Context: an optimization exercise on an open-source flow, tuned for small area and a short achievable clock period. The choices shown serve that exercise and are no tape-out recipe. Function was not checked in any run shown here: the RTL went through the layout flow alone.

**flow/design.v**
```verilog
module thresholding(
    input wire clk, reset, enable,
    input wire signed [11 : 0] sig,
    output wire signed [11 : 0] y,
    output reg done,
    output reg [11 : 0] id
    );
localparam W = 13;
function lt_const11(input [10 : 0] a, input [10 : 0] k);
    integer i;
    reg r;
    begin
        r = 1'b0;
        for (i = 0; i < 11; i = i + 1)
            r = k[i] ? (~a[i] | r) : (~a[i] & r);
        lt_const11 = r;
    end
endfunction
function le_const17(input [16 : 0] a, input [16 : 0] k);
    integer i;
    reg r;
    begin
        r = 1'b1;
        for (i = 0; i < 17; i = i + 1)
            r = k[i] ? (~a[i] | r) : (~a[i] & r);
        le_const17 = r;
    end
endfunction
function [11 : 0] add_const12(input [11 : 0] a, input [11 : 0] k);
    integer i, j, m;
    reg c, t;
    begin
        for (i = 0; i < 12; i = i + 1) begin
            c = 1'b0;
            for (j = 0; j < i; j = j + 1) begin
                if (k[j]) begin
                    t = 1'b1;
                    for (m = i - 1; m > j; m = m - 1)
                        if (!k[m]) t = t & a[m];
                    t = t & a[j];
                    c = c | t;
                end
            end
            add_const12[i] = a[i] ^ k[i] ^ c;
        end
    end
endfunction
reg [11 : 0] dn [0 : W - 1];          
reg [16 : 0] m;                       
reg first;                            
reg [7 : 0] grp;                      
wire idle = ~id[11] & (&id[10 : 0]);
wire working = ~idle;
reg [11 : 0] id_inc;
reg id_c;
integer k;
always @* begin
    id_c = 1'b1;
    for (k = 0; k < 12; k = k + 1) begin
        id_inc[k] = id[k] ^ id_c;
        id_c = id_c & id[k];
    end
end
wire [11 : 0] x = add_const12(sig, 12'd3138);                
wire wrapx = sig[11] & lt_const11(sig[10 : 0], 11'd958);      
wire [11 : 0] spl = {~sig[11], sig[10 : 0]};                  
wire [16 : 0] n = m + {{5{dn[0][11]}}, dn[0]} + 17'd1;       
wire f0 = le_const17(n, 17'd90902);           
wire fw = le_const17(n, 17'd65370);           
wire late = ~id[11] & ((|id[10 : 4]) | (id[3] & id[2]));
wire valid = ~first | late;
wire [11 : 0] x12 = valid ? ~dn[W - 1] : 12'd0;
wire [16 : 0] m_next = n + {{5{x12[11]}}, x12};
wire [16 : 0] r0 = {5'd0, spl};
wire [16 : 0] r2 = {3'd0, spl, 2'b00};
wire [16 : 0] r3 = {2'd0, spl, 3'b000};
wire [16 : 0] l1a = {1'b0, fw, fw, 1'b0, fw, spl};
wire [16 : 0] l1c = {r3[16 : 3], f0, 2'b00};
wire [16 : 0] s1 = l1a ^ r2 ^ l1c;
wire [17 : 0] c1 = {(l1a & r2) | (l1a & l1c) | (r2 & l1c), 1'b0};
wire [16 : 0] l2b = {c1[16 : 3], f0, f0, f0};
wire [16 : 0] s2 = s1 ^ l2b ^ n;
wire [16 : 0] c2 = {(s1[15 : 0] & l2b[15 : 0]) | (s1[15 : 0] & n[15 : 0]) | (l2b[15 : 0] & n[15 : 0]), 1'b0};
wire [16 : 0] cg = s2 & c2;
wire [16 : 0] cp = s2 ^ c2;
function [1 : 0] grp4(input [3 : 0] g, input [3 : 0] p);
    begin
        grp4[1] = g[3] | (p[3] & (g[2] | (p[2] & (g[1] | (p[1] & g[0])))));
        grp4[0] = &p;
    end
endfunction
wire [1 : 0] q0 = grp4({cg[3 : 1], cg[0] | (cp[0] & f0)}, cp[3 : 0]);
wire [1 : 0] q1 = grp4(cg[7 : 4], cp[7 : 4]);
wire [1 : 0] q2 = grp4(cg[11 : 8], cp[11 : 8]);
wire [4 : 0] ha = s2[16 : 12];
wire [4 : 0] hb = c2[16 : 12];
wire [4 : 0] hk = 5'b01101;
wire [4 : 0] wa = ha ^ hb ^ hk;
wire [4 : 0] wb = {(ha[3 : 0] & hb[3 : 0]) | (ha[3 : 0] & hk[3 : 0]) | (hb[3 : 0] & hk[3 : 0]), 1'b0};
wire [1 : 0] q3n = grp4(cg[15 : 12], cp[15 : 12]);
wire [1 : 0] q3w = grp4(wa[3 : 0] & wb[3 : 0], wa[3 : 0] ^ wb[3 : 0]);
wire t16n = cp[16];
wire t16w = wa[4] ^ wb[4];
wire c16 = grp[6] | (grp[5] & (grp[4] | (grp[3] & (grp[2] | (grp[1] & grp[0])))));
wire ysel = ~(grp[7] ^ c16);
assign y = ysel ? ~dn[0] : 12'd0;
integer j;
always @(posedge clk) begin
    if (working) begin
        for (j = 1; j < W; j = j + 1)
            dn[j] <= dn[j - 1];
    end
    if (reset)
        dn[0] <= 12'hfff;
    else if (working)
        dn[0] <= ~x;
    if (reset) begin
        m <= 17'd90902;
        first <= 1'b1;
        done <= 1'b0;
        id <= 12'd2047;
    end else begin
        done <= working;
        if (working) begin
            id <= id_inc;
            m <= m_next;
            if (late)
                first <= 1'b0;
        end else begin
            id <= {enable, 11'h7ff};
        end
    end
    grp <= {wrapx ? t16w : t16n, wrapx ? q3w : q3n, q2, q1, q0[1]};
end
endmodule
```
**flow/flow/run.sh**
```bash
#!/bin/bash
set -euo pipefail
bash standard.sh "BUFFER_PORTS_ARGS=-buffer_cell sky130_fd_sc_hd__buf_2" SETUP_SLACK_MARGIN=9.5 finish > standard.log 2>&1
```
**flow/standard.sh**
```bash
#!/bin/bash
# synth_recipe.tcl (not shown) runs the flow's synth.tcl, then flattens the netlist and writes it again
# the make line also repeats each setting of config.mk as NAME=value (left out here)
make -C /OpenROAD-flow-scripts/flow DESIGN_CONFIG=/design/flow/config.mk WORK_HOME=/design/flow/orfs CLKGATE_MAP_FILE= SYNTH_SCRIPT=/design/flow/synth_recipe.tcl "${@:-finish}"
```
**flow/config.mk**
```make
export PLATFORM = sky130hd
export DESIGN_NAME = thresholding
export DESIGN_NICKNAME = thresholding
export VERILOG_FILES = /design/flow/design.v
export SDC_FILE = /design/flow/constraint.sdc
export NUM_CORES = 4
export LEC_CHECK = 0
export CAP_MARGIN = 20
export CORE_MARGIN = 2
export CORE_UTILIZATION = 40
export CTS_BUF_LIST = sky130_fd_sc_hd__clkbuf_8
export SLEW_MARGIN = 20
```
**flow/constraint.sdc**
```tcl
create_clock -name core_clock -period 14.0 [get_ports {clk}]
set_input_delay 2.8000 -clock core_clock [delete_from_list [all_inputs] [get_ports {clk}]]
set_output_delay 2.8000 -clock core_clock [all_outputs]
set_load 0.01 [all_outputs]
```
==> run_results.csv, run 1 <==
group,metric,value,unit
floorplanning,io_pins,40,
place,port-buffer-count,39,
synth,synth_top_family_by_area,"adder cells",
drt,drt.antenna.violating_nets,0,
floorplanning,core_area,0.0235,mm2
finish,fillers,2183,
place,post_dp_cell_area,0.0102,mm2
synth,ys_async_sr_fraction,0,%
worst_hold_path,min_delay_path_depth,1,
clocking,cts_buffer_depth,2,
clocking,numCtsBuffers,17,
synth,synth_warnings,2,
synth,yosys.area_share.simple,11.1,%
finish,seqCellArea,0.00536,mm2
setup_path,end_kind,"primary output",
sta,finalClockSkew,0.0211,ns
synth,synth.avg_cell_area,12.2,um2
synth,synthDistinctLibCells,77,
setup_path,r2r_end,"grp[6]$_DFF_P_",
drt,wire_per_inst,16.8,um
finish,final_core_util,47.7,%
sta,rsz0062_at_grt,"yes",
drt,drc_errors,0,
sta,fmax,211,MHz
floorplanning,die_w,159,um
clocking,clk_pin_slew_worst_paths,0.10,ns
sta,relSlewSlack,36.3,%
synth,synthAdderAreaFrac,15.0,%
global_routing,antenna_found_initial,0,
clocking,worstSkewPairLatency,0.48,ns
drt,dr.pass1.iters,4,
global_routing,grt_pass1_wl,32000,um
synth,syn_area,0.00963,mm2
global_routing,grt_max_degree,92,
synth,synth_nets,904,
floorplanning,die_area,0.0253,mm2
place,dp_slack,8.79,ns
sta,fin_crit_sh,33.8,%
finish,design_area,0.0112,mm2
sta,min_period,4.73,ns
place,dp_hpwl,13400,um
global_routing,grt_pass1_vias,5945,
floorplanning,start_util,40.9,%
sta,setup_viol,0,
setup_path,r2r_setup_slack,9.49,ns
setup_path,arrival,1.93,ns
synth,synth_xor_area_share,2.60,%
synth,synth_enable_flop_cells,144,
finish,area_delta_synth_final,16.5,%
synth,ys.flop_type,"edfxtp_1",
clocking,cts_tree,"done",
place,gp_congestion,0.917,
drt,via_count,6139,
sta,layout_setup_ws,9.27,ns
synth,ys_seq_area_share,55.5,%
setup_path,path_max_fanout,5,
sta,slew_viol_final,0,
finish,multi_input_area,0.00433,mm2
floorplanning,die_y,159,um
synth,synth_compound_area_share,11.6,%
synth,synth_cells,790,
synth,ys_ff_latch,195,
setup_path,crit_required,11.20,ns
drt,post_drt_via_cell_ratio,5.18,
setup_path,reg2reg_from,"dn[0][2]$_SDFFE_PP1N_",
global_routing,globalRouteTotalUtil,16.1,%
finish,drive_gt1_share,21.6,%
worst_hold_path,hp-class,"reg -> reg",
status,status,"no timing/DRC/antenna violations",
clocking,root_buffer,"clkbuf_8",
finish,nets,967,
finish,diodes,0,
run,cap_violations,0,
clocking,clock-sinks,195,
worst_hold_path,hp-start,"id[0]$_SDFF_PP1_",
sta,fin_tns_setup,0,ns
sta,finalHoldViolations,0,
global_routing,grt_overflow,0,
drt,drt_iter0_markers,433,
sta,worstMarginPinSlew,0.955,ns
setup_path,path_class,"reg -> out",
setup_path,start_kind,"register",
drt,routed_wl,20000,um
worst_hold_path,holdPathEnd,"id[0]$_SDFF_PP1_",
synth,synthMuxAreaShare,0.312,%
clocking,h-tree-depth,4,
setup_path,r2r_cells,19,
floorplanning,row_count,56,
layout by cell type, fill, tap and decap left out, types with 15 or more instances in the layout:
cell / instances
edfxtp_1: 144
inv_1: 61
ha_1: 60
nor2_1: 57
nand2_1: 43
dfxtp_1: 41
buf_2: 34
a21oi_1: 33
buf_4: 22
fa_1: 21
nand3_1: 19
clkbuf_8: 17
a21o_1: 15
o21ai_0: 15
cells in the mapped netlist (all sizes together) (3+ instances only):
cell     instances  area, um2
nand3           20        100
xnor2           14        123
or4              3       22.5
a211oi          12       95.1
nor4             5       31.3
o21a             3       22.5
o21ai           22        110
or2              3       18.8
nand2b           5       31.3
dfxtp           51       1020
xor2            12        105
fa              26        521
buf              4       32.5
edfxtp         144       4320
or3             14       87.6
ha              73        913
and2             7       45.1
a21oi           40        204
a21o            17        130
o211a            4       40.0
nand2           44        173
o2111ai          3       26.3
inv             71        267
and4             3       26.3
nand4            5       31.3
a2111oi          3       26.3
o31ai            4       30.0
a31oi            6       37.5
clkbuf          17       63.8
mux2i            3       30.0
nor2            68        255
nor3            14       70.1
o311ai           4       52.6
nand4b           3       26.3
a211o            3       26.3
nor2b            9       63.8
o211ai          13       97.6
critical path, stage by stage (launching register included):
cell	delay (ns)
dfxtp_1	0.31
a21o_1	0.18
a21o_1	0.20
a21oi_4	0.18
xnor2_4	0.18
buf_6	0.22
nor2_2	0.06
buf_2	0.14
cells by family after synthesis:
logic type,Yosys count
mux,3
flops,195
simple gates,213
xor+xnor,27
compound gates,159
buf+inv,93
fa+ha+maj,100
cell type report:
type                            count  share of cell area, %
Clock buffer                       17                   2.08
Clock inverter                     15                   1.56
Inverter                           71                   2.45
Multi-Input combinational cell    502                   38.6
Sequential cell                   195                   47.8
Tap cell                          319                   3.56
Timing Repair Buffer               66                   3.99
per-layer routing:
layer  part of all wire [%]  routed length [um]  global-route usage [%]  vias to the layer above
met1                     49                9700                    23.0                     2957
met4                    1.3                 250                    4.46                        0
li1                       -                   -                       -                     3024
met5                      0                   0                       0                        -
met2                     46                9110                    25.0                      141
met3                    4.5                 892                    3.33                       17
per-stage QoR:
stage | hold slack, ns | std cells
detailed placement | 0.396 | 1130
floorplan | 0.400 | 790
finish | 0.412 | 1185
global placement | 0.391 | 1130
CTS | 0.419 | 1176
global route | 0.425 | 1185
state kept, by name (all words and copies together), names as in the netlist:
| signal | cells |
|---|---|
| m | 17 |
| first | 1 |
| dn | 156 |
| id | 12 |
| grp | 8 |
| done | 1 |
worst max path at each step:
stage	startpoint	end	slack (ns)	depth (start not counted)
after global placement	sig[1]	grp[7]$_DFF_P_	8.88	10
after CTS	grp[0]$_DFF_P_	y[6]	9.23	7
final	grp[0]$_DFF_P_	y[2]	9.27	7
after detailed placement	sig[1]	grp[7]$_DFF_P_	8.79	10
after floorplan	sig[9]	grp[6]$_DFF_P_	9.32	9
after global routing	grp[0]$_DFF_P_	y[10]	9.18	7
timing repair:
item / 4_1_cts / 5_1_grt
gates cloned: 1 / 0
pin swaps: 20 / 28
buffers inserted: 13 / 9
hold buffers: 0 / 0
setup endpoints to repair: 17 / 17
gates resized for setup: 70 / 31
==> inputs of run 2 (changes only) <==
--- a/flow/config.mk
+++ b/flow/config.mk
@@ -7,6 +7,6 @@
 export LEC_CHECK = 0
 export CAP_MARGIN = 20
 export CORE_MARGIN = 2
-export CORE_UTILIZATION = 40
+export CORE_UTILIZATION = 60
 export CTS_BUF_LIST = sky130_fd_sc_hd__clkbuf_8
 export SLEW_MARGIN = 20
==> run 2 against run 1 <==
First-iteration DRC count increased by 12%. Clock skew decreased by 0.0027 ns. Highest routed layer unchanged. Still clean. Critical path type unchanged. Synthesized area unchanged. Cell count decreased by 8.6%. Sequential share of layout area increased by 0.42 points. Core utilization increased by 23 points. Die area decreased by 33%.
==> run_results.csv, run 2 <==
group,metric,value,unit
sta,fin_crit_sh,34.0,%
drt,post_drt_via_cell_ratio,5.84,
finish,fillers,1136,
setup_path,r2r_cells,19,
floorplanning,die_y,131,um
finish,final_common_cell,"edfxtp_1",
sta,fmax,210,MHz
sta,setup_viol,0,
synth,yosys-top-cells-count,"144 x edfxtp_1, 73 x ha_1, 70 x inv_1",
sta,rsz0062_at_grt,"yes",
drt,dr.pass1.iters,7,
worst_hold_path,hp-class,"reg -> reg",
drt,drc_errors,0,
setup_path,cp-endpoint,"y[0]",
floorplanning,die_area,0.0171,mm2
place,gp_congestion,0.913,
floorplanning,die_w,131,um
setup_path,cp-startpoint,"grp[1]$_DFF_P_",
synth,synth_nets,904,
synth,synth_enable_flop_cells,144,
setup_path,path_class,"reg -> out",
clocking,clk_pin_slew_worst_paths,0.11,ns
sta,min_period,4.76,ns
floorplanning,io_pins,40,
run,cap_violations,0,
synth,synthTopCellsByArea,"edfxtp_1 45%, dfxtp_1 11%, ha_1 9.5%",
finish,area_delta_synth_final,15.5,%
sta,fin_tns_setup,0,ns
sta,finalClockSkew,0.0183,ns
place,port-buffer-count,39,
clocking,cts_buffer_depth,2,
synth,synth_top_area_share,44.9,%
global_routing,grt_max_degree,90,
synth,ys_seq_area_share,55.5,%
synth,syn_area,0.00963,mm2
global_routing,grt_pass1_vias,6036,
clocking,root_buffer,"clkbuf_8",
worst_hold_path,hp-start,"dn[1][8]$_DFFE_PN_",
global_routing,globalRouteTotalUtil,23.7,%
place,dp_hpwl,13000,um
setup_path,start_kind,"register",
clocking,cts_tree,"done",
sta,finalHoldViolations,0,
synth,ys_ff_latch,195,
setup_path,r2r_end,"grp[6]$_DFF_P_",
synth,synth_cells,790,
global_routing,antenna_found_initial,0,
finish,nets,968,
finish,top_regs,"dn: 156 flops, m: 17 flops, id: 12 flops",
sta,relSlewSlack,36.2,%
drt,wire_per_inst,17.8,um
drt,via_count,6324,
floorplanning,row_count,46,
finish,drive_gt1_share,21.7,%
synth,synth_area_leader_cell,"edfxtp_1",
finish,post_layout_nonfiller_instances,1083,
drt,drt.antenna.violating_nets,0,
clocking,clock-sinks,195,
finish,diodes,0,
clocking,worstSkewPairLatency,0.49,ns
sta,slew_viol_final,0,
finish,largest_reg_flops,156,
clocking,numCtsBuffers,17,
synth,ys.flop_type,"edfxtp_1",
global_routing,grt_pass1_wl,30600,um
finish,final_cell_mix,"144 x edfxtp_1, 62 x inv_1, 60 x ha_1",
synth,synth.avg_cell_area,12.2,um2
drt,drt_iter0_markers,486,
status,status,"no timing/DRC/antenna violations",
floorplanning,start_util,61.1,%
clocking,h-tree-depth,4,
setup_path,arrival,1.96,ns
floorplanning,core_area,0.0158,mm2
synth,ys_async_sr_fraction,0,%
setup_path,r2r_setup_slack,9.39,ns
synth,synth.most_common_cell,"edfxtp_1",
setup_path,path_max_fanout,5,
drt,routed_wl,19200,um
global_routing,grt_overflow,0,
synth,synth_warnings,2,
place,dp_cells,1027,
setup_path,reg2reg_from,"m[0]$_SDFFE_PP0N_",
setup_path,end_kind,"primary output",
sta,worstMarginPinSlew,0.956,ns
synth,synthDistinctLibCells,77,
setup_path,crit_required,11.20,ns
finish,regMostFlops,"dn",
==> run 2: cell count changes in the layout (fill, tap and decap cells not counted), sizes merged <==
cell and delta:
bufinv -1, clkinvlp -1, inv +1, clkinv +1
buf +1
==> run 2: repair_timing <==
item                                    CTS  global route
hold buffers                              0             0
pin swaps                                16            22
buffers inserted                         14             9
resized for setup                        53            48
endpoints found under the setup margin   16            16
gates cloned                              1             0
==> run 2: layer usage <==
metal / wire length (um) / global-route usage, % / vias up
met5: 0 / 0 / -
met4: 290 / 6.95 / 0
met2: 9060 / 38.4 / 167
met1: 8970 / 32.7 / 3099
li1: - / - / 3028
met3: 912 / 4.97 / 30
==> run 2: cell families after synthesis <==
group	synth area share, %
compound gates	11.6
xor+xnor	2.60
simple gates	11.1
buf+inv	3.88
flops	55.5
mux	0.312
fa+ha+maj	15.0
==> run 2: how the worst min path moves through the flow <==
stage | to | slack (ns) | depth (start not counted)
global placement | id[0]$_SDFF_PP1_ | 0.39 | 1
floorplan | dn[10][0]$_DFFE_PN_ | 0.40 | 0
CTS | dn[2][8]$_DFFE_PN_ | 0.41 | 0
detailed placement | id[0]$_SDFF_PP1_ | 0.39 | 1
finish | dn[2][8]$_DFFE_PN_ | 0.41 | 0
global route | dn[11][0]$_DFFE_PN_ | 0.42 | 0
==> run 2: cell type report <==
| class | instances | area [um2] | area share (%) |
|---|---|---|---|
| Sequential cell | 195 | 5360 | 48.2 |
| Tap cell | 216 | 270 | 2.43 |
| Inverter | 71 | 275 | 2.47 |
| Multi-Input combinational cell | 502 | 4320 | 38.8 |
| Timing Repair Buffer | 67 | 459 | 4.13 |
| Clock inverter | 15 | 205 | 1.84 |
| Clock buffer | 17 | 234 | 2.10 |
==> run 2: critical path, cell delays in order, from the launching register on <==
cell and delay, ns:
dfxtp_1 0.31, a21o_1 0.16, a21o_1 0.20, a21oi_4 0.22
xnor2_4 0.20, buf_8 0.20, nor2_2 0.05, buf_2 0.13
==> run 2: stage by stage <==
stage	hold WS [ns]	cell area [um2]	worst slack, ns	utilization [%]
floorplan	0.400	9680	9.32	-
global placement	0.388	10100	8.91	63.9
detailed placement	0.391	10100	8.80	63.9
CTS	0.413	10800	9.26	68.8
global route	0.416	11100	9.14	70.5
finish	0.412	11100	9.24	70.5
==> inputs of run 3 (changes only) <==
--- a/flow/design.v
+++ b/flow/design.v
@@ -16,14 +16,14 @@
         lt_const11 = r;
     end
 endfunction
-function le_const17(input [16 : 0] a, input [16 : 0] k);
+function le_const16(input [15 : 0] a, input [15 : 0] k);
     integer i;
     reg r;
     begin
         r = 1'b1;
-        for (i = 0; i < 17; i = i + 1)
+        for (i = 0; i < 16; i = i + 1)
             r = k[i] ? (~a[i] | r) : (~a[i] & r);
-        le_const17 = r;
+        le_const16 = r;
     end
 endfunction
 function [11 : 0] add_const12(input [11 : 0] a, input [11 : 0] k);
@@ -46,7 +46,8 @@
     end
 endfunction
 reg [11 : 0] dn [0 : W - 1];          
-reg [16 : 0] m;                       
+reg [16 : 0] nl;                      
+reg [11 : 0] x13;                     
 reg first;                            
 reg [7 : 0] grp;                      
 wire idle = ~id[11] & (&id[10 : 0]);
@@ -64,13 +65,12 @@
 wire [11 : 0] x = add_const12(sig, 12'd3138);                
 wire wrapx = sig[11] & lt_const11(sig[10 : 0], 11'd958);      
 wire [11 : 0] spl = {~sig[11], sig[10 : 0]};                  
-wire [16 : 0] n = m + {{5{dn[0][11]}}, dn[0]} + 17'd1;       
-wire f0 = le_const17(n, 17'd90902);           
-wire fw = le_const17(n, 17'd65370);           
+wire [16 : 0] n = nl + {{5{x13[11]}}, x13} + {{5{dn[0][11]}}, dn[0]} + 17'd1;    
+wire f0 = ~n[16] | le_const16(n[15 : 0], 16'd25366);          
+wire fw = ~n[16] & ~((&n[15 : 8]) & ~le_const16({8'd0, n[7 : 0]}, 16'd90));    
 wire late = ~id[11] & ((|id[10 : 4]) | (id[3] & id[2]));
 wire valid = ~first | late;
-wire [11 : 0] x12 = valid ? ~dn[W - 1] : 12'd0;
-wire [16 : 0] m_next = n + {{5{x12[11]}}, x12};
+wire [11 : 0] x12 = (valid & ~reset) ? ~dn[W - 1] : 12'd0;
 wire [16 : 0] r0 = {5'd0, spl};
 wire [16 : 0] r2 = {3'd0, spl, 2'b00};
 wire [16 : 0] r3 = {2'd0, spl, 3'b000};
@@ -102,8 +102,9 @@
 wire t16n = cp[16];
 wire t16w = wa[4] ^ wb[4];
 wire c16 = grp[6] | (grp[5] & (grp[4] | (grp[3] & (grp[2] | (grp[1] & grp[0])))));
-wire ysel = ~(grp[7] ^ c16);
-assign y = ysel ? ~dn[0] : 12'd0;
+wire [11 : 0] y_c0 = grp[7] ? 12'd0 : ~dn[0];
+wire [11 : 0] y_c1 = grp[7] ? ~dn[0] : 12'd0;
+assign y = c16 ? y_c1 : y_c0;
 integer j;
 always @(posedge clk) begin
     if (working) begin
@@ -114,8 +115,10 @@
         dn[0] <= 12'hfff;
     else if (working)
         dn[0] <= ~x;
+    if (reset | working)
+        x13 <= x12;
     if (reset) begin
-        m <= 17'd90902;
+        nl <= 17'd90902;
         first <= 1'b1;
         done <= 1'b0;
         id <= 12'd2047;
@@ -123,7 +126,7 @@
         done <= working;
         if (working) begin
             id <= id_inc;
-            m <= m_next;
+            nl <= n;
             if (late)
                 first <= 1'b0;
         end else begin
--- a/flow/config.mk
+++ b/flow/config.mk
@@ -7,6 +7,6 @@
 export LEC_CHECK = 0
 export CAP_MARGIN = 20
 export CORE_MARGIN = 2
-export CORE_UTILIZATION = 60
+export CORE_UTILIZATION = 40
 export CTS_BUF_LIST = sky130_fd_sc_hd__clkbuf_8
 export SLEW_MARGIN = 20
==> run 3 against run 2 <==
Die area rose by 47%. Sequential cell count is 12 higher. Cell count increased by 5.0%. Count of clock-buffer cells in the layout is 22 higher. Via count decreased by 8.6%. Still clean. Fmax shrank 9.7%. Synthesized area down 0.84%. Highest routed layer unchanged. First-iteration DRC count down 0.21%. Wire length up 0.72%. Core utilization shrank 21 points.
==> run_results.csv, run 3 <==
group,metric,value,unit
floorplanning,die_area,0.0251,mm2
synth,ys_seq_area_share,59.7,%
finish,diodes,0,
place,dp_hpwl,12100,um
drt,drt.antenna.violating_nets,0,
sta,fin_crit_sh,37.7,%
synth,ys_async_sr_fraction,0,%
drt,routed_wl,19400,um
status,status,"no timing/DRC/antenna violations",
sta,setup_viol,0,
worst_hold_path,hp-start,"dn[7][4]$_DFFE_PN_",
clocking,worstSkewPairLatency,0.52,ns
clocking,postCtsHoldBufs,0,
setup_path,path_class,"reg -> reg",
drt,drt_iter0_markers,485,
clocking,clock-sinks,207,
global_routing,grt_pass1_wl,31400,um
sta,worstMarginPinSlew,1.03,ns
synth,yosys-top-cells-count,"156 x edfxtp_1, 58 x ha_1, 58 x nor2_1",
run,cap_violations,0,
drt,wire_per_inst,17.0,um
floorplanning,io_pins,40,
setup_path,reg2reg_from,"x13[4]$_SDFFCE_PN0P_",
synth,syn_area,0.00955,mm2
finish,top_regs,"dn: 156 flops, nl: 17 flops",
finish,regMostFlops,"dn",
drt,post_drt_via_cell_ratio,5.08,
place,dp_cells,1045,
synth,synth_enable_flop_cells,156,
finish,post_layout_nonfiller_instances,1137,
setup_path,end_kind,"register",
floorplanning,die_y,159,um
finish,largest_reg_flops,156,
floorplanning,start_util,40.7,%
global_routing,grt_pass1_vias,5996,
clocking,cts_buffer_depth,3,
global_routing,globalRouteTotalUtil,16.2,%
finish,multi_input_area,0.00403,mm2
floorplanning,core_area,0.0235,mm2
clocking,numCtsBuffers,36,
synth,ys.flop_type,"edfxtp_1",
setup_path,crit_required,14.37,ns
synth,synth.most_common_cell,"edfxtp_1",
drt,dr.pass1.iters,5,
sta,timing.hold.ws,0.417,ns
global_routing,grt_max_degree,87,
setup_path,path_max_fanout,4,
floorplanning,die_w,159,um
sta,fmax,190,MHz
synth,synth.avg_cell_area,13.5,um2
clocking,root_buffer,"clkbuf_8",
setup_path,arrival,5.64,ns
synth,synth_area_leader_cell,"edfxtp_1",
sta,slew_viol_final,0,
synth,synth_cells,705,
sta,finalClockSkew,0.0188,ns
sta,rsz0062_at_grt,"yes",
synth,ys_ff_latch,207,
global_routing,grt_overflow,0,
global_routing,antenna_found_initial,0,
sta,fin_tns_setup,0,ns
sta,min_period,5.27,ns
place,gp_congestion,0.854,
finish,final_cell_mix,"156 x edfxtp_1, 56 x inv_1, 45 x nor2_1, 45 x dfxtp_1",
place,port-buffer-count,39,
synth,synth_top_area_share,49.0,%
finish,area_delta_synth_final,20.6,%
finish,final_common_cell,"edfxtp_1",
floorplanning,row_count,56,
synth,synth_nets,818,
finish,drive_gt1_share,26.3,%
clocking,h-tree-depth,2,
finish,fillers,2053,
sta,relSlewSlack,31.4,%
finish,seqCellArea,0.00572,mm2
clocking,cts_tree,"done",
sta,finalHoldViolations,0,
synth,synth_warnings,2,
finish,nets,903,
worst_hold_path,hp-class,"reg -> reg",
drt,drc_errors,0,
synth,synthTopCellsByArea,"edfxtp_1 49%, dfxtp_1 11%, fa_1 8.4%",
synth,synthDistinctLibCells,66,
drt,via_count,5779,
setup_path,start_kind,"register",
clocking,clk_pin_slew_worst_paths,0.06,ns
setup_path,cp-startpoint,"x13[4]$_SDFFCE_PN0P_",
[run 3: worst paths after layout]
kind	cells after the start	slack [ns]	end
setup / recovery	17	8.73	grp[6]$_DFF_P_
hold / removal	0	0.42	dn[8][4]$_DFFE_PN_
setup reg to reg	17	8.73	grp[6]$_DFF_P_
hold reg to reg	0	0.42	dn[8][4]$_DFFE_PN_
[run 3: cell type report]
| class | count | area share [%] |
|---|---|---|
| flip-flops and latches | 207 | 49.6 |
| multi-input cells | 426 | 35.0 |
| clock buffers | 39 | 4.66 |
| repair buffers | 68 | 4.29 |
| well taps | 319 | 3.47 |
| inverters | 51 | 1.73 |
| clock inverters | 27 | 1.27 |
[run 3: cells by family after synthesis]
family	after synthesis	synth area share, %
AOI/OAI and AO/OA	120	9.00
buffers and inverters	72	3.04
adders and majority gates	98	16.0
DFF	207	59.7
xor gates and xnor gates	19	1.74
and+or+nand+nor	187	10.3
muxes	2	0.210
[run 3: per-layer routing]
layer	track usage, %	wire length, um
met4	6.31	569
met1	20.6	8500
met5	0	0
met3	2.94	701
met2	27.7	9600
[run 3: per-stage QoR]
stage,setup slack (ns),cell area (um2),utilization (%)
6_report,8.73,11500,49.1
5_1_grt,8.57,11500,49.1
4_1_cts,8.81,11300,48.0
3_5_place_dp,8.61,10100,43.2
3_3_place_gp,8.69,10100,43.2
2_1_floorplan,9.05,9630,-
[run 3: critical path, cell delays in order, from the launching register on]
cell and delay, ns:
edfxtp_1 0.42, fa_1 0.57, ha_4 0.23, a21o_4 0.23
a221o_1 0.43, a2111oi_4 0.43, nor3_4 0.10, nor3_2 0.21
nand4_1 0.16, or3_4 0.41, o21a_1 0.21, ha_4 0.22
fa_2 0.60, ha_4 0.22, buf_4 0.14, and3_4 0.19
a211oi_4 0.24, a21oi_1 0.10
[run 3: what timing repair did]
item,CTS,global route
setup buffers,16,9
resized for setup,68,35
pin swaps,26,24
gates cloned,1,0
setup endpoints to repair,18,18
==> inputs of run 4 (changes only) <==
--- a/flow/config.mk
+++ b/flow/config.mk
@@ -7,6 +7,6 @@
 export LEC_CHECK = 0
 export CAP_MARGIN = 20
 export CORE_MARGIN = 2
-export CORE_UTILIZATION = 40
+export CORE_UTILIZATION = 60
 export CTS_BUF_LIST = sky130_fd_sc_hd__clkbuf_8
 export SLEW_MARGIN = 20
==> run 4 against run 3 <==
Sequential cell count is the same. Still clean. Sequential share of layout area grew 0.42 points. Hold slack lost 0.018 ns. Cell count shrank 9.2%. Register-to-register slack gained 0.08 ns.
==> run_results.csv, run 4 <==
group,metric,value,unit
global_routing,grt_max_degree,87,
sta,setup_viol,0,
synth,yosys-top-cells-count,"156 x edfxtp_1, 58 x ha_1, 58 x nor2_1",
finish,final_cell_mix,"156 x edfxtp_1, 58 x inv_1, 48 x dfxtp_1",
sta,slew_viol_final,0,
global_routing,globalRouteTotalUtil,23.2,%
drt,routed_wl,19200,um
setup_path,arrival,5.56,ns
clocking,clk_pin_slew_worst_paths,0.06,ns
setup_path,r2r_cells,18,
synth,ys_async_sr_fraction,0,%
sta,worstMarginPinSlew,1.03,ns
sta,finalHoldViolations,0,
place,port-buffer-count,39,
finish,fillers,1078,
clocking,h-tree-depth,2,
setup_path,end_kind,"register",
sta,relSlewSlack,31.3,%
global_routing,grt_overflow,0,
floorplanning,row_count,46,
setup_path,r2r_setup_slack,8.80,ns
synth,syn_area,0.00955,mm2
global_routing,antenna_found_initial,0,
clocking,cts_tree,"done",
place,post_dp_cell_area,0.0100,mm2
place,dp_hpwl,12000,um
drt,via_count,5772,
drt,drt.antenna.violating_nets,0,
sta,fmax,192,MHz
setup_path,path_max_fanout,4,
synth,synth_nets,818,
drt,wire_per_inst,18.6,um
finish,design_area,0.0114,mm2
run,cap_violations,0,
setup_path,cp-endpoint,"grp[6]$_DFF_P_",
synth,synthTopCellsByArea,"edfxtp_1 49%, dfxtp_1 11%, fa_1 8.4%",
sta,rsz0062_at_grt,"yes",
setup_path,r2r_end,"grp[6]$_DFF_P_",
finish,top_regs,"dn: 156 flops, nl: 17 flops",
floorplanning,start_util,60.8,%
drt,dr.pass1.iters,4,
setup_path,start_kind,"register",
sta,min_period,5.20,ns
finish,diodes,0,
synth,synth_cells,705,
clocking,root_buffer,"clkbuf_8",
synth,synthDistinctLibCells,66,
clocking,worstSkewPairLatency,0.52,ns
drt,drc_errors,0,
finish,largest_reg_flops,156,
synth,synth_warnings,2,
global_routing,grt_pass1_wl,29800,um
setup_path,path_class,"reg -> reg",
floorplanning,core_area,0.0157,mm2
finish,final_common_cell,"edfxtp_1",
setup_path,cp-startpoint,"x13[4]$_SDFFCE_PN0P_",
clocking,numCtsBuffers,34,
floorplanning,die_w,130,um
synth,synth_enable_flop_cells,156,
sta,finalClockSkew,0.0267,ns
sta,fin_crit_sh,37.1,%
clocking,clock-sinks,207,
synth,synth.avg_cell_area,13.5,um2
floorplanning,die_y,130,um
synth,ys.flop_type,"edfxtp_1",
status,status,"no timing/DRC/antenna violations",
synth,synth.most_common_cell,"edfxtp_1",
global_routing,grt_pass1_vias,5717,
floorplanning,die_area,0.0169,mm2
sta,fin_tns_setup,0,ns
synth,synth_top_area_share,49.0,%
finish,drive_gt1_share,26.0,%
synth,ys_seq_area_share,59.7,%
setup_path,crit_required,14.36,ns
synth,synth_area_leader_cell,"edfxtp_1",
drt,drt_iter0_markers,310,
worst_hold_path,hp-class,"reg -> reg",
sta,timing.hold.ws,0.399,ns
place,gp_congestion,0.920,
finish,regMostFlops,"dn",
clocking,cts_buffer_depth,3,
finish,nets,905,
setup_path,reg2reg_from,"x13[4]$_SDFFCE_PN0P_",
floorplanning,io_pins,40,
synth,ys_ff_latch,207,
finish,area_delta_synth_final,19.4,%
drt,post_drt_via_cell_ratio,5.59,
==> run 4: layer usage <==
layer / vias up / wire (um) / track usage (%)
li1: 2741 / - / -
met3: 29 / 876 / 4.63
met4: 0 / 475 / 8.48
met2: 122 / 9490 / 37.7
met1: 2880 / 8390 / 31.3
met5: - / 0 / 0
==> run 4: cells by family (layout without fill, tap and decap cells) <==
group | Yosys count | count (layout) | share of synthesized area (%)
buffers and inverters | 72 | 183 | 3.04
XOR/XNOR | 19 | 19 | 1.74
AO/OA/AOI/OAI | 120 | 120 | 9.00
flip-flops | 207 | 207 | 59.7
adder cells (fa/ha/maj) | 98 | 98 | 16.0
AND/OR/NAND/NOR | 187 | 187 | 10.3
multiplexers | 2 | 2 | 0.210
==> run 4: repair_timing <==
item,CTS,global route
endpoints found under the setup margin,18,18
gates cloned,1,0
gates resized for setup,65,36
buffers inserted,17,12
pin swaps,22,25
hold buffers,0,0
==> run 4: final cells by class <==
| cell class | count | area, um2 | share of cell area (%) |
|---|---|---|---|
| flip-flops and latches | 207 | 5710 | 50.0 |
| multi-input cells | 426 | 4050 | 35.5 |
| repair buffers | 72 | 515 | 4.52 |
| clock buffers | 36 | 495 | 4.34 |
| well taps | 216 | 270 | 2.37 |
| inverters | 51 | 196 | 1.72 |
| clock inverters | 24 | 168 | 1.47 |
==> run 4: critical path: stages, from the launching register on <==
cell       delay, ns
edfxtp_1        0.40
fa_1            0.61
ha_4            0.23
a21o_4          0.24
a221o_2         0.40
a2111oi_4       0.37
nor3_2          0.11
nor3_2          0.23
nand4_1         0.16
or3_4           0.37
o21ai_2         0.13
fa_1            0.46
fa_1            0.56
ha_2            0.19
inv_2           0.04
ha_4            0.15
a21o_1          0.18
a211oi_2        0.18
a21oi_1         0.06
==> run 4: per-stage QoR <==
step                utilization [%]  std cells  worst slack (ns)
finish                         72.6       1032              8.80
global route                   72.6       1032              8.59
CTS                            70.9       1020              8.81
detailed placement             63.7        942              8.68
global placement               63.7        942              8.80
floorplan                         -        705              9.05
==> run 4: how the worst min path moves through the flow <==
stage          depth (start not counted)  slack [ns]                 start                   end
2_1_floorplan                          0        0.40    dn[9][0]$_DFFE_PN_   dn[10][0]$_DFFE_PN_
3_3_place_gp                           1        0.39      id[0]$_SDFF_PP1_      id[0]$_SDFF_PP1_
3_5_place_dp                           1        0.39      id[0]$_SDFF_PP1_      id[0]$_SDFF_PP1_
4_1_cts                                1        0.41      id[0]$_SDFF_PP1_      id[0]$_SDFF_PP1_
5_1_grt                                0        0.42    dn[3][5]$_DFFE_PN_    dn[4][5]$_DFFE_PN_
6_report                               0        0.40  dn[11][11]$_DFFE_PN_  dn[12][11]$_DFFE_PN_
==> inputs of run 5 (changes only) <==
==> flow/flow/run.sh (replaced) <==
#!/bin/bash
set -euo pipefail
bash standard.sh "BUFFER_PORTS_ARGS=-buffer_cell sky130_fd_sc_hd__buf_2" SETUP_SLACK_MARGIN=9.2 finish > standard.log 2>&1
--- a/flow/config.mk
+++ b/flow/config.mk
@@ -7,6 +7,6 @@
 export LEC_CHECK = 0
 export CAP_MARGIN = 20
 export CORE_MARGIN = 2
-export CORE_UTILIZATION = 60
+export CORE_UTILIZATION = 40
 export CTS_BUF_LIST = sky130_fd_sc_hd__clkbuf_8
 export SLEW_MARGIN = 20
==> run 5 against run 4 <==
Still clean. Wire length increased by 0.45%. Fmax fell by 0.85%. Clock skew fell by 0.013 ns. Sequential share of layout area is 0.15 points lower. Hold slack improved by 0.0092 ns. Setup slack got worse by 0.045 ns. Non-clock buffer count is 3 higher. Critical endpoint is now grp[7]$_DFF_P_.
==> run_results.csv, run 5 <==
group,metric,value,unit
floorplanning,core_area,0.0235,mm2
setup_path,r2r_cells,29,
worst_hold_path,hp-class,"reg -> reg",
finish,diodes,0,
finish,area_delta_synth_final,19.9,%
finish,regMostFlops,"dn",
synth,ys_seq_area_share,59.7,%
place,dp_cells,1045,
drt,drt_iter0_markers,367,
drt,drc_errors,0,
sta,finalHoldViolations,0,
synth,synthDistinctLibCells,66,
floorplanning,row_count,56,
synth,synth_enable_flop_cells,156,
worst_hold_path,hp-start,"dn[7][6]$_DFFE_PN_",
setup_path,crit_required,14.43,ns
finish,post_layout_nonfiller_instances,1140,
drt,drt.antenna.violating_nets,0,
floorplanning,io_pins,40,
setup_path,crit_family,"buffers and inverters",
sta,rsz0062_at_grt,"yes",
synth,yosys-top-cells-count,"156 x edfxtp_1, 58 x ha_1, 58 x nor2_1",
finish,nets,909,
setup_path,start_kind,"register",
synth,ys.flop_type,"edfxtp_1",
setup_path,crit_top_cell,"buf_6",
sta,timing.hold.ws,0.408,ns
drt,routed_wl,19300,um
synth,synth_cells,705,
finish,top_regs,"dn: 156 flops, nl: 17 flops",
synth,ys_async_sr_fraction,0,%
sta,fin_tns_setup,0,ns
synth,synthTopCellsByArea,"edfxtp_1 49%, dfxtp_1 11%, fa_1 8.4%",
setup_path,max_stage_delay,0.53,ns
finish,final_common_cell,"edfxtp_1",
sta,fmax,191,MHz
synth,synth_top_area_share,49.0,%
sta,slew_viol_final,0,
clocking,cts_tree,"done",
place,post_dp_cell_area,0.0101,mm2
status,status,"no timing/DRC/antenna violations",
global_routing,grt_pass1_wl,31400,um
finish,design_area,0.0114,mm2
place,dp_hpwl,12000,um
setup_path,end_kind,"register",
drt,wire_per_inst,16.9,um
setup_path,r2r_setup_slack,8.76,ns
synth,ys_ff_latch,207,
global_routing,grt_max_degree,97,
clocking,clock-sinks,207,
clocking,worstSkewPairLatency,0.52,ns
place,port-buffer-count,39,
floorplanning,die_y,159,um
worst_hold_path,min_delay_path_depth,0,
synth,synth.most_common_cell,"edfxtp_1",
synth,synth_warnings,2,
setup_path,slowest_stage,"fa_1",
setup_path,arrival,5.68,ns
clocking,numCtsBuffers,35,
place,gp_congestion,0.884,
clocking,root_buffer,"clkbuf_8",
sta,worstMarginPinSlew,0.854,ns
sta,setup_viol,0,
setup_path,critPathBufInv,19,
floorplanning,die_w,159,um
finish,final_cell_mix,"156 x edfxtp_1, 58 x inv_1, 47 x ha_1, 47 x dfxtp_1, 44 x nor2_1",
synth,synth.avg_cell_area,13.5,um2
synth,synth_nets,818,
run,cap_violations,0,
finish,fillers,2090,
finish,drive_gt1_share,24.6,%
sta,min_period,5.24,ns
clocking,postCtsHoldBufs,0,
setup_path,path_max_fanout,4,
global_routing,antenna_found_initial,0,
setup_path,path_class,"reg -> reg",
global_routing,grt_pass1_vias,6048,
finish,final_core_util,48.8,%
synth,synth_area_leader_cell,"edfxtp_1",
clocking,h-tree-depth,2,
drt,post_drt_via_cell_ratio,5.08,
drt,dr.pass1.iters,5,
clocking,clk_pin_slew_worst_paths,0.07,ns
floorplanning,start_util,40.7,%
finish,largest_reg_flops,156,
drt,via_count,5786,
worst_hold_path,holdPathEnd,"dn[8][6]$_DFFE_PN_",
sta,relSlewSlack,43.0,%
synth,syn_area,0.00955,mm2
sta,finalClockSkew,0.0135,ns
setup_path,reg2reg_from,"x13[1]$_SDFFCE_PN0P_",
setup_path,r2r_end,"grp[7]$_DFF_P_",
sta,fin_crit_sh,37.5,%
clocking,cts_buffer_depth,3,
global_routing,grt_overflow,0,
floorplanning,die_area,0.0251,mm2
global_routing,globalRouteTotalUtil,16.0,%
-- run 5: cell families after synthesis --
| logic type | Yosys count | synth area share [%] |
|---|---|---|
| adder cells (fa/ha/maj) | 98 | 16.0 |
| XOR/XNOR | 19 | 1.74 |
| AND/OR/NAND/NOR | 187 | 10.3 |
| AO/OA/AOI/OAI | 120 | 9.00 |
| multiplexers | 2 | 0.210 |
| buffers and inverters | 72 | 3.04 |
| flip-flops | 207 | 59.7 |
-- run 5: how the worst max path moves through the flow --
stage	to	cells after the start	slack, ns	start
after floorplan	grp[6]$_DFF_P_	19	8.96	x13[11]$_SDFFCE_PN0P_
after global placement	grp[6]$_DFF_P_	21	8.70	dn[0][0]$_SDFFE_PP1N_
after detailed placement	grp[6]$_DFF_P_	18	8.50	x13[11]$_SDFFCE_PN0P_
after CTS	grp[6]$_DFF_P_	17	8.81	x13[1]$_SDFFCE_PN0P_
after global routing	grp[7]$_DFF_P_	29	8.56	x13[1]$_SDFFCE_PN0P_
final	grp[7]$_DFF_P_	29	8.76	x13[1]$_SDFFCE_PN0P_
-- run 5: area by class of cell --
| type | count | area, um2 | area share [%] |
|---|---|---|---|
| inverter | 51 | 199 | 1.74 |
| clock inverter | 22 | 124 | 1.08 |
| tap | 319 | 399 | 3.49 |
| timing repair buffer | 75 | 601 | 5.25 |
| multi-input combinational | 426 | 3860 | 33.7 |
| sequential | 207 | 5710 | 49.9 |
| clock buffer | 40 | 551 | 4.81 |
-- run 5: timing repair --
| item | in CTS | in global routing |
|---|---|---|
| gates cloned | 1 | 0 |
| setup endpoints to repair | 16 | 18 |
| hold endpoints to repair | 0 | 0 |
| gates resized for setup | 61 | 42 |
| setup buffers | 26 | 6 |
| pin swaps | 20 | 15 |
-- run 5: routing by layer --
metal	up-vias	wire length [um]	global-route usage, %
li1	2744	-	-
met1	2853	8660	21.1
met2	130	9050	25.7
met3	59	830	3.29
met4	0	786	7.29
met5	-	0	0
-- run 5: per-stage QoR --
stage | setup WS, ns
finish | 8.76
global placement | 8.70
detailed placement | 8.50
CTS | 8.81
floorplan | 8.96
global route | 8.56
==> inputs of run 6 (changes only) <==
--- a/flow/design.v
+++ b/flow/design.v
@@ -16,14 +16,14 @@
         lt_const11 = r;
     end
 endfunction
-function le_const16(input [15 : 0] a, input [15 : 0] k);
+function le_const17(input [16 : 0] a, input [16 : 0] k);
     integer i;
     reg r;
     begin
         r = 1'b1;
-        for (i = 0; i < 16; i = i + 1)
+        for (i = 0; i < 17; i = i + 1)
             r = k[i] ? (~a[i] | r) : (~a[i] & r);
-        le_const16 = r;
+        le_const17 = r;
     end
 endfunction
 function [11 : 0] add_const12(input [11 : 0] a, input [11 : 0] k);
@@ -66,8 +66,8 @@
 wire wrapx = sig[11] & lt_const11(sig[10 : 0], 11'd958);      
 wire [11 : 0] spl = {~sig[11], sig[10 : 0]};                  
 wire [16 : 0] n = nl + {{5{x13[11]}}, x13} + {{5{dn[0][11]}}, dn[0]} + 17'd1;    
-wire f0 = ~n[16] | le_const16(n[15 : 0], 16'd25366);          
-wire fw = ~n[16] & ~((&n[15 : 8]) & ~le_const16({8'd0, n[7 : 0]}, 16'd90));    
+wire f0 = le_const17(n, 17'd90902);           
+wire fw = le_const17(n, 17'd65370);           
 wire late = ~id[11] & ((|id[10 : 4]) | (id[3] & id[2]));
 wire valid = ~first | late;
 wire [11 : 0] x12 = (valid & ~reset) ? ~dn[W - 1] : 12'd0;
@@ -102,9 +102,8 @@
 wire t16n = cp[16];
 wire t16w = wa[4] ^ wb[4];
 wire c16 = grp[6] | (grp[5] & (grp[4] | (grp[3] & (grp[2] | (grp[1] & grp[0])))));
-wire [11 : 0] y_c0 = grp[7] ? 12'd0 : ~dn[0];
-wire [11 : 0] y_c1 = grp[7] ? ~dn[0] : 12'd0;
-assign y = c16 ? y_c1 : y_c0;
+wire ysel = ~(grp[7] ^ c16);
+assign y = ysel ? ~dn[0] : 12'd0;
 integer j;
 always @(posedge clk) begin
     if (working) begin
==> flow/flow/run.sh (replaced) <==
#!/bin/bash
set -euo pipefail
bash standard.sh "BUFFER_PORTS_ARGS=-buffer_cell sky130_fd_sc_hd__buf_2" SETUP_SLACK_MARGIN=9.5 finish > standard.log 2>&1
==> run 6 against run 5 <==
Still clean on timing, DRC and antenna. Clock skew increased by 0.019 ns. Non-clock buffer count shrank 4. Register-to-register slack better by 0.21 ns. Count of clock-buffer cells in the layout fell by 4. Cell count shrank 6.2%. Die area shrank 3.0%. Setup slack improved by 0.21 ns. Hold slack got worse by 0.0059 ns.
==> run_results.csv, run 6 <==
group,metric,value,unit
status,status,"no timing/DRC/antenna violations",
floorplanning,start_util,40.7,%
setup_path,r2r_end,"grp[6]$_DFF_P_",
sta,finalClockSkew,0.0328,ns
sta,finalHoldViolations,0,
drt,wire_per_inst,17.1,um
clocking,clk_pin_slew_worst_paths,0.06,ns
sta,fin_tns_setup,0,ns
run,cap_violations,0,
drt,dr.pass1.iters,4,
synth,syn_area,0.00925,mm2
clocking,postCtsHoldBufs,0,
setup_path,critPathBufInv,1,
finish,diodes,0,
sta,timing.hold.ws,0.402,ns
setup_path,slowest_stage,"or4_4",
finish,final_cell_mix,"156 x edfxtp_1, 60 x inv_1, 47 x nand2_1",
global_routing,globalRouteTotalUtil,15.6,%
sta,worstMarginPinSlew,0.861,ns
synth,synth_nets,780,
finish,top_regs,"dn: 156 flops, nl: 17 flops",
drt,wl_met1,8280,um
place,gp_congestion,0.963,
place,post_dp_cell_area,0.00987,mm2
floorplanning,die_area,0.0244,mm2
place,dp_cells,980,
finish,seqCellArea,0.00572,mm2
finish,fillers,2007,
sta,relSlewSlack,41.7,%
setup_path,start_kind,"register",
floorplanning,die_w,156,um
drt,drt.antenna.violating_nets,0,
sta,rsz0062_at_grt,"yes",
setup_path,arrival,5.41,ns
drt,post_drt_via_cell_ratio,5.10,
place,port-buffer-count,39,
sta,setup_viol,0,
clocking,cts_tree,"done",
global_routing,grt_pass1_vias,5657,
synth,synth_cells,667,
synth,synthTopCellsByArea,"edfxtp_1 51%, dfxtp_1 11%, fa_1 8.7%",
finish,final_common_cell,"edfxtp_1",
place,dp_hpwl,11800,um
setup_path,worstPathCellList,"fa_1 -> ha_2 -> o211ai_1 -> o211ai_2 -> nand2_2 -> a22oi_2 -> xnor2_2 -> or4_4 -> nor3_4 -> a21o_1 -> fa_2 -> fa_1 -> inv_1 -> ha_2 -> a21oi_2 -> nor2_1 -> nor2_1 -> nor2_1 -> o21ai_1 -> o21ai_1",
synth,yosys-top-cells-count,"156 x edfxtp_1, 58 x ha_1, 54 x nor2_1",
floorplanning,row_count,55,
sta,fmax,199,MHz
drt,via_count,5451,
clocking,root_buffer,"clkbuf_8",
setup_path,crit_required,14.38,ns
worst_hold_path,hp-class,"reg -> reg",
synth,synth_top_area_share,50.6,%
clocking,worstSkewPairLatency,0.53,ns
synth,ys_ff_latch,207,
drt,drt_iter0_markers,292,
finish,drive_gt1_share,25.4,%
synth,synth_warnings,2,
finish,final_core_util,49.0,%
synth,ys.flop_type,"edfxtp_1",
setup_path,worstSetupPathDepth,20,
synth,synth.avg_cell_area,13.9,um2
sta,min_period,5.04,ns
setup_path,path_class,"reg -> reg",
clocking,numCtsBuffers,35,
drt,drc_errors,0,
sta,fin_crit_sh,36.0,%
setup_path,r2r_cells,20,
drt,routed-wl-met2,8430,um
synth,synth.most_common_cell,"edfxtp_1",
setup_path,path_max_fanout,5,
setup_path,crit_top_cell,"nor2_1",
worst_hold_path,hp-start,"dn[9][9]$_DFFE_PN_",
floorplanning,die_y,156,um
clocking,clock-sinks,207,
drt,highest_layer,"met4",
sta,slew_viol_final,0,
finish,nets,873,
global_routing,grt_pass1_wl,29600,um
synth,synth_enable_flop_cells,156,
setup_path,crit_family,"adder cells",
setup_path,reg2reg_from,"x13[5]$_SDFFCE_PN0P_",
setup_path,r2r_setup_slack,8.96,ns
global_routing,grt_max_degree,92,
synth,ys_async_sr_fraction,0,%
setup_path,end_kind,"register",
synth,synthDistinctLibCells,61,
synth,ys_seq_area_share,61.7,%
drt,met3RoutedLength,932,um
finish,multi_input_area,0.00375,mm2
finish,largest_reg_flops,156,
clocking,h-tree-depth,2,
global_routing,antenna_found_initial,0,
floorplanning,io_pins,40,
global_routing,grt_overflow,0,
finish,regMostFlops,"dn",
clocking,cts_buffer_depth,3,
finish,area_delta_synth_final,20.2,%
floorplanning,core_area,0.0227,mm2
setup_path,cp-startpoint,"x13[5]$_SDFFCE_PN0P_",
setup_path,max_stage_delay,0.56,ns
synth,synth_area_leader_cell,"edfxtp_1",
finish,design_area,0.0111,mm2
finish,post_layout_nonfiller_instances,1069,
drt,routed_wl,18300,um
setup_path,cp-endpoint,"grp[6]$_DFF_P_",
==> run 6: per-layer routing <==
metal | vias up | global-route usage, %
met2 | 128 | 24.0
li1 | 2591 | -
met1 | 2680 | 21.3
met4 | 0 | 6.99
met5 | - | 0
met3 | 52 | 3.42
==> run 6: timing repair <==
action	in CTS	in global routing
pin swaps	36	29
gates resized for setup	43	43
endpoints found under the setup margin	18	18
endpoints found under the hold margin	0	0
setup buffers	22	6
==> run 6: area by class of cell <==
cell class | count | share of cell area (%)
clock buffers | 36 | 4.45
clock inverters | 25 | 0.934
multi-input cells | 395 | 33.7
well taps | 285 | 3.21
repair buffers | 71 | 4.58
flip-flops and latches | 207 | 51.4
inverters | 50 | 1.73
==> run 6: how the worst min path moves through the flow <==
stage | to | cells past startpoint
after global routing | dn[3][7]$_DFFE_PN_ | 0
after floorplan | dn[10][0]$_DFFE_PN_ | 0
after detailed placement | dn[4][6]$_DFFE_PN_ | 0
after CTS | dn[10][9]$_DFFE_PN_ | 0
final | dn[10][9]$_DFFE_PN_ | 0
after global placement | dn[4][0]$_DFFE_PN_ | 0
==> run 6: logic make-up (layout without fill, tap and decap cells) <==
group / count (synthesis) / after routing / synth area share [%]
DFF: 207 / 207 / 61.7
and+or+nand+nor: 168 / 168 / 8.68
AOI/OAI and AO/OA: 106 / 106 / 8.34
adders and majority gates: 98 / 98 / 16.5
buffers and inverters: 65 / 182 / 2.64
xor gates and xnor gates: 22 / 22 / 2.08
muxes: 1 / 1 / 0.108
==> run 6: stage by stage <==
stage	setup slack [ns]
floorplan	9.15
global placement	8.71
detailed placement	8.63
CTS	9.00
global route	8.78
finish	8.96

==> separate check: timing with driven ports <==
How much do the figures lean on ideal ports? The routed layouts below were timed once more, with nothing changed but the port constraints. Step 1 (the two cells are an assumption about what drives the block):
set clk [get_ports {clk}]
set_driving_cell -lib_cell sky130_fd_sc_hd__clkbuf_16 $clk
set_driving_cell -lib_cell sky130_fd_sc_hd__buf_2 [delete_from_list [all_inputs] $clk]
Step 2 also shifts input and output timing later by t, the mid clock arrival at the registers, as if the neighbouring blocks saw the same clock. a / b / c = ideal ports / drivers / drivers and shift; a / b = the first two.
run	t (ns)	slack for setup (ns)	latest minus earliest clock arrival (ns)	worst register clock-pin slew, ns
run 1	0.506	9.266 / 9.224 / 9.004	0.022 / 0.022	0.12 / 0.12
run 2	0.518	9.237 / 9.195 / 9.026	0.019 / 0.018	0.11 / 0.11
run 3	0.553	8.726 / 8.726 / 8.726	0.019 / 0.019	0.06 / 0.06
run 4	0.549	8.802 / 8.802 / 8.802	0.027 / 0.026	0.06 / 0.06
run 5	0.550	8.757 / 8.757 / 8.757	0.014 / 0.013	0.07 / 0.07
run 6	0.549	8.965 / 8.965 / 8.851	0.034 / 0.033	0.06 / 0.06
After both steps every run listed still meets setup and hold. The setup slack of run 1, which loses most, moves by -0.042 ns with the drivers and by -0.262 ns with both steps.
